Context: an optimization exercise on an open-source flow, tuned for small area and a short achievable clock period. The choices shown serve that exercise and are no tape-out recipe. In this exercise RTL edits were held to simulation tests only and were not proved equivalent to the original. Power and IR drop assume default switching activity.

== job 102 ==
==> flow/design.v <==
module alu #(parameter DATA_WIDTH = 8, CMD_WIDTH = 4)(
        input clk, rst, MODE, CE,
        input [1:0]INP_VALID,
        input [CMD_WIDTH-1:0]CMD,
        input [DATA_WIDTH-1:0]OPA,OPB,
        input CIN,
        output reg [2*DATA_WIDTH:0]res,
        output reg cout, oflow, g, l, e, err
);
        function [16:0] ks_add(input [15:0] x, input [15:0] y, input c);
                reg [16:0] kg, kp, kg2, kp2;
                integer i, d;
                begin
                        kg[0] = c;
                        kp[0] = 1'b0;
                        for (i = 0; i < 16; i = i + 1) begin
                                kg[i+1] = x[i] & y[i];
                                kp[i+1] = x[i] ^ y[i];
                        end
                        for (d = 1; d < 17; d = d * 2) begin
                                kg2 = kg;
                                kp2 = kp;
                                for (i = d; i < 17; i = i + 1) begin
                                        kg2[i] = kg[i] | (kp[i] & kg[i-d]);
                                        kp2[i] = kp[i] & kp[i-d];
                                end
                                kg = kg2;
                                kp = kp2;
                        end
                        for (i = 0; i < 16; i = i + 1)
                                ks_add[i] = x[i] ^ y[i] ^ kg[i];
                        ks_add[16] = kg[16];
                end
        endfunction
        wire sub_f = (~CMD[3] & ~CMD[2] & CMD[0]) | (CMD[3] & ~CMD[1] & ~CMD[0]);  
        wire sgn_f = CMD[3] & (CMD[2] | CMD[0]);                                    
        wire c_inca = CMD == 4'd4, c_deca = CMD == 4'd5;
        wire ci_in = (~CMD[3] & ~CMD[2]) ? (CMD[1] ? (CIN ^ CMD[0]) : CMD[0]) : ~CMD[0];
        wire i_incb = (INP_VALID == 2'b01) & (CMD == 4'd6);
        wire i_decb = (INP_VALID == 2'b01) & (CMD == 4'd7);
        wire i_ror  = ~MODE & (CMD == 4'd13);
        wire i_shra = ~MODE & (CMD == 4'd8);
        wire i_shla = ~MODE & (CMD == 4'd9);
        wire m1 = MODE & (CMD == 4'd9);
        wire m2 = MODE & (CMD == 4'd10);
        wire [7:0] a_in = m1 ? OPA + 8'd1 : m2 ? {1'b0, OPA[7:1]} :
                          ({8{~(i_incb | i_decb)}} & OPA) | {8{i_decb}};
        wire [7:0] b_in = m1 ? OPB + 8'd1 :
                          i_ror ? {OPB[7:3], 3'd0 - OPB[2:0]} :
                          i_shla ? {OPB[7:3], 3'd1} : i_shra ? {OPB[7:3], 3'd7} : OPB;
        wire [8:0] yb_in = c_inca ? 9'd0 : c_deca ? 9'h1ff : {sgn_f & OPB[7], OPB} ^ {9{sub_f}};
        reg ce_r;
        reg mode_r, cin_r;
        reg [1:0] iv_r;
        reg [3:0] cmd_r;
        reg [7:0] a_r, b_r;
        reg xe_r, ci_r;
        reg [8:0] yb_r;
        reg st1, st2;
        always @(posedge clk or posedge rst)
                if (rst) ce_r <= 1'b0;
                else ce_r <= CE;
        always @(posedge clk) begin
                mode_r <= MODE;
                cin_r  <= CIN;
                iv_r   <= INP_VALID;
                cmd_r  <= CMD;
                a_r    <= a_in;
                b_r    <= b_in;
                xe_r   <= sgn_f & OPA[7] | i_decb;
                yb_r   <= yb_in;
                ci_r   <= ci_in;
        end
        wire [15:0] c = 16'd1 << cmd_r;
        wire v11 = iv_r == 2'b11, v10 = iv_r == 2'b10, v01 = iv_r == 2'b01;
        wire am = ce_r & mode_r, lm = ce_r & ~mode_r;
        wire a11 = am & v11, l11 = lm & v11;
        wire op_add  = a11 & c[0];
        wire op_sub  = a11 & c[1];
        wire op_addc = a11 & c[2];
        wire op_subc = a11 & c[3];
        wire op_cmp  = a11 & c[8];
        wire op_mul  = a11 & (c[9] | c[10]);
        wire op_adds = a11 & c[11];
        wire op_subs = a11 & c[12];
        wire op_inca = am & v10 & c[4];
        wire op_deca = am & v10 & c[5];
        wire op_incb = am & v01 & c[6];
        wire op_decb = am & v01 & c[7];
        wire op_rot  = l11 & (c[12] | c[13]);
        wire sel_add  = op_add | op_sub | op_addc | op_subc | op_adds | op_subs |
                        op_inca | op_deca | op_incb | op_decb;
        wire sel_sext = op_sub | op_subc | op_deca | op_decb | op_adds | op_subs;
        wire sel_cout = op_add | op_addc | op_adds | op_subs;
        wire sel_ovc  = op_sub | (op_subc & ~cin_r) | op_inca | op_deca | op_incb | op_decb;
        wire sel_ovl  = op_subc & cin_r;
        wire sel_ovs  = op_adds | op_subs;
        wire sel_cmpu = op_cmp | op_subs;
        wire sel_mul  = op_mul & st2;
        wire ERR = (am & (v11 ? (c[4] | c[5] | c[6] | c[7] | c[13] | c[14] | c[15]) :
                          v10 ? ~(c[4] | c[5]) : v01 ? ~(c[6] | c[7]) : 1'b1)) |
                   (lm & (v11 ? (c[6] | c[7] | c[14] | c[15]) :
                          v10 ? ~c[6] : v01 ? ~c[7] : 1'b1)) |
                   (op_rot & (|b_r[7:4]));
        always @(posedge clk or posedge rst)
                if (rst) begin
                        st1 <= 1'b0;
                        st2 <= 1'b0;
                end else begin
                        st1 <= a11;
                        st2 <= st1;
                end
        reg [7:0] mx;
        reg [3:0] d1, d2, d3;
        reg [9:0] m3;
        reg [15:0] w0, w1;
        wire [16:0] m3w = ks_add({8'd0, a_r}, {7'd0, a_r, 1'b0}, 1'b0);
        always @(posedge clk) begin
                mx <= a_r;
                d1 <= {b_r[7:6] == 2'd1, b_r[5:4] == 2'd1, b_r[3:2] == 2'd1, b_r[1:0] == 2'd1};
                d2 <= {b_r[7:6] == 2'd2, b_r[5:4] == 2'd2, b_r[3:2] == 2'd2, b_r[1:0] == 2'd2};
                d3 <= {b_r[7:6] == 2'd3, b_r[5:4] == 2'd3, b_r[3:2] == 2'd3, b_r[1:0] == 2'd3};
                m3 <= m3w[9:0];
        end
        function [9:0] digit(input e1, input e2, input e3, input [7:0] x, input [9:0] x3);
                digit = ({10{e1}} & {2'd0, x}) | ({10{e2}} & {1'b0, x, 1'b0}) | ({10{e3}} & x3);
        endfunction
        wire [9:0] u0 = digit(d1[0], d2[0], d3[0], mx, m3);
        wire [9:0] u1 = digit(d1[1], d2[1], d3[1], mx, m3);
        wire [9:0] u2 = digit(d1[2], d2[2], d3[2], mx, m3);
        wire [9:0] u3 = digit(d1[3], d2[3], d3[3], mx, m3);
        wire [15:0] r0 = {6'd0, u0};
        wire [15:0] r1 = {4'd0, u1, 2'd0};
        wire [15:0] r2 = {2'd0, u2, 4'd0};
        wire [15:0] r3 = {u3, 6'd0};
        wire [15:0] cs1 = r0 ^ r1 ^ r2;
        wire [15:0] cc1 = {(r0[14:0] & r1[14:0]) | (r0[14:0] & r2[14:0]) | (r1[14:0] & r2[14:0]), 1'b0};
        wire [15:0] cs2 = cs1 ^ cc1 ^ r3;
        wire [15:0] cc2 = {(cs1[14:0] & cc1[14:0]) | (cs1[14:0] & r3[14:0]) | (cc1[14:0] & r3[14:0]), 1'b0};
        always @(posedge clk) begin
                w0 <= cs2;
                w1 <= cc2;
        end
        wire [16:0] prodw = ks_add(w0, w1, 1'b0);
        wire [15:0] prod = prodw[15:0];
        wire [16:0] s9w = ks_add({7'd0, xe_r, a_r}, {7'd0, yb_r}, ci_r);
        wire [8:0] s9 = s9w[8:0];
        wire eq = a_r == b_r;
        wire lt_s = {~a_r[7], a_r[6:0]} < {~b_r[7], b_r[6:0]};
        wire [15:0] rx = {8'd0, a_r} << b_r[2:0];
        wire [3:0] tt = ({4{l11 & c[0]}} & 4'b1000) |
                        ({4{l11 & c[1]}} & 4'b0111) |
                        ({4{l11 & c[2]}} & 4'b1110) |
                        ({4{l11 & c[3]}} & 4'b0001) |
                        ({4{l11 & c[4]}} & 4'b0110) |
                        ({4{l11 & c[5]}} & 4'b1001) |
                        ({4{lm & v10 & c[6]}} & 4'b0011) |
                        ({4{lm & v01 & c[7]}} & 4'b0101);
        wire sel_lo = op_rot | (l11 & c[9]);
        wire sel_hi = op_rot | (l11 & c[8]);
        wire [7:0] lres = (a_r & b_r & {8{tt[3]}}) | (a_r & ~b_r & {8{tt[2]}}) |
                          (~a_r & b_r & {8{tt[1]}}) | (~a_r & ~b_r & {8{tt[0]}}) |
                          ({8{l11 & c[10]}} & {1'b0, b_r[7:1]}) | ({8{l11 & c[11]}} & {b_r[6:0], 1'b0}) |
                          ({8{sel_lo}} & rx[7:0]) | ({8{sel_hi}} & rx[15:8]);
        wire [16:0] RES = {{8{sel_sext & s9[8]}}, {9{sel_add}} & s9} |
                          {1'b0, {8{op_rot}} & rx[15:8], lres} |
                          {1'b0, {16{sel_mul}} & prod};
        wire COUT  = sel_cout & s9[8];
        wire OFLOW = (sel_ovc & s9[8]) | (sel_ovl & s9[8] & ~eq) | (sel_ovs & (s9[8] ^ s9[7]));
        wire E = (sel_cmpu | op_adds) & eq;
        wire L = (sel_cmpu & s9[8]) | (op_adds & lt_s);
        wire G = (sel_cmpu & ~eq & ~s9[8]) | (op_adds & ~eq & ~lt_s);
        always @(posedge clk or posedge rst)
                if (rst) begin
                        res <= 0;
                        cout <= 0;
                        oflow <= 0;
                        g <= 0;
                        l <= 0;
                        e <= 0;
                        err <= 0;
                end else begin
                        res <= RES;
                        cout <= COUT;
                        oflow <= OFLOW;
                        g <= G;
                        l <= L;
                        e <= E;
                        err <= ERR;
                end
endmodule
export LEC_CHECK = 0
export ABC_AREA = 1
export CAP_MARGIN = 20
export CORE_MARGIN = 2
export CORE_UTILIZATION = 50
export SETUP_SLACK_MARGIN = 3.1
export SLEW_MARGIN = 20
create_clock -name core_clock -period 5.0 [get_ports {clk}]
standard.sh (not shown) runs the stock make flow with config.mk's settings and CLKGATE_MAP_FILE= SYNTH_SCRIPT=/design/flow/synth_recipe.tcl, a recipe that flattens the netlist after the stock synthesis.
==> flow/flow/run.sh <==
#!/bin/bash
# The standard layout with two changes: plain buffers (buf_2) as the port
# buffers instead of the delay buffers buffer_ports picks by default, and a
# clock tree without the dummy loads CTS adds for balancing.
set -euo pipefail
export BUFFER_PORTS_ARGS="-buffer_cell sky130_fd_sc_hd__buf_2"
export CTS_ARGS="-sink_clustering_enable -repair_clock_nets -dont_use_dummy_load -sink_clustering_size 60 -sink_clustering_max_diameter 150 -buf_list sky130_fd_sc_hd__clkbuf_8"
bash standard.sh > standard.log 2>&1
Job 102 has completed all stages; timing, DRC and antenna checks passed.
Setup changes, job 102 to job 101
Settings: a change of CORE_UTILIZATION from 50 to 65; a change of SETUP_SLACK_MARGIN from 3.1 to 3.05.
### Flow results
Going from job 102 to job 101, global-route wire length before repair decreased by 4.1% relative to the old numbers, number of DRC violations after detailed routing held, via count of the first global-routing pass shows a reduction of 66, proportion of power drawn by combinational gates decreased 2.0 points. Flip-flop and latch area is lower on job 101. Job 101 reports a lower fmax than job 102 does. The sequential share of layout area in job 101 sits 0.74 points above the value recorded for job 102. Relative to job 102, met2 demand-to-capacity share in global routing has gone up in job 101.

## separate check: timing with driven ports
How much do the figures lean on ideal ports? The routed layouts below were timed once more, with nothing changed but the port constraints. Step 1, drivers: a clkbuf_16 drives clk and a buf_2 each remaining input, both assumed. Step 2 also shifts input and output timing later by t, the mid clock arrival at the registers, as if the neighbouring blocks saw the same clock. Slacks: ideal ports / drivers / drivers and shift; pairs: ideal ports / drivers.
run	t, ns	setup slack, ns	worst setup path after step 2
job 102	0.470	3.072 / 3.034 / 2.729	input to register
job 101	0.475	2.986 / 2.986 / 2.623	input to register
After both steps every run listed still meets setup and hold. For job 101, which loses most, drivers alone change the setup slack by 0.000 ns; drivers and shift together by -0.363 ns.
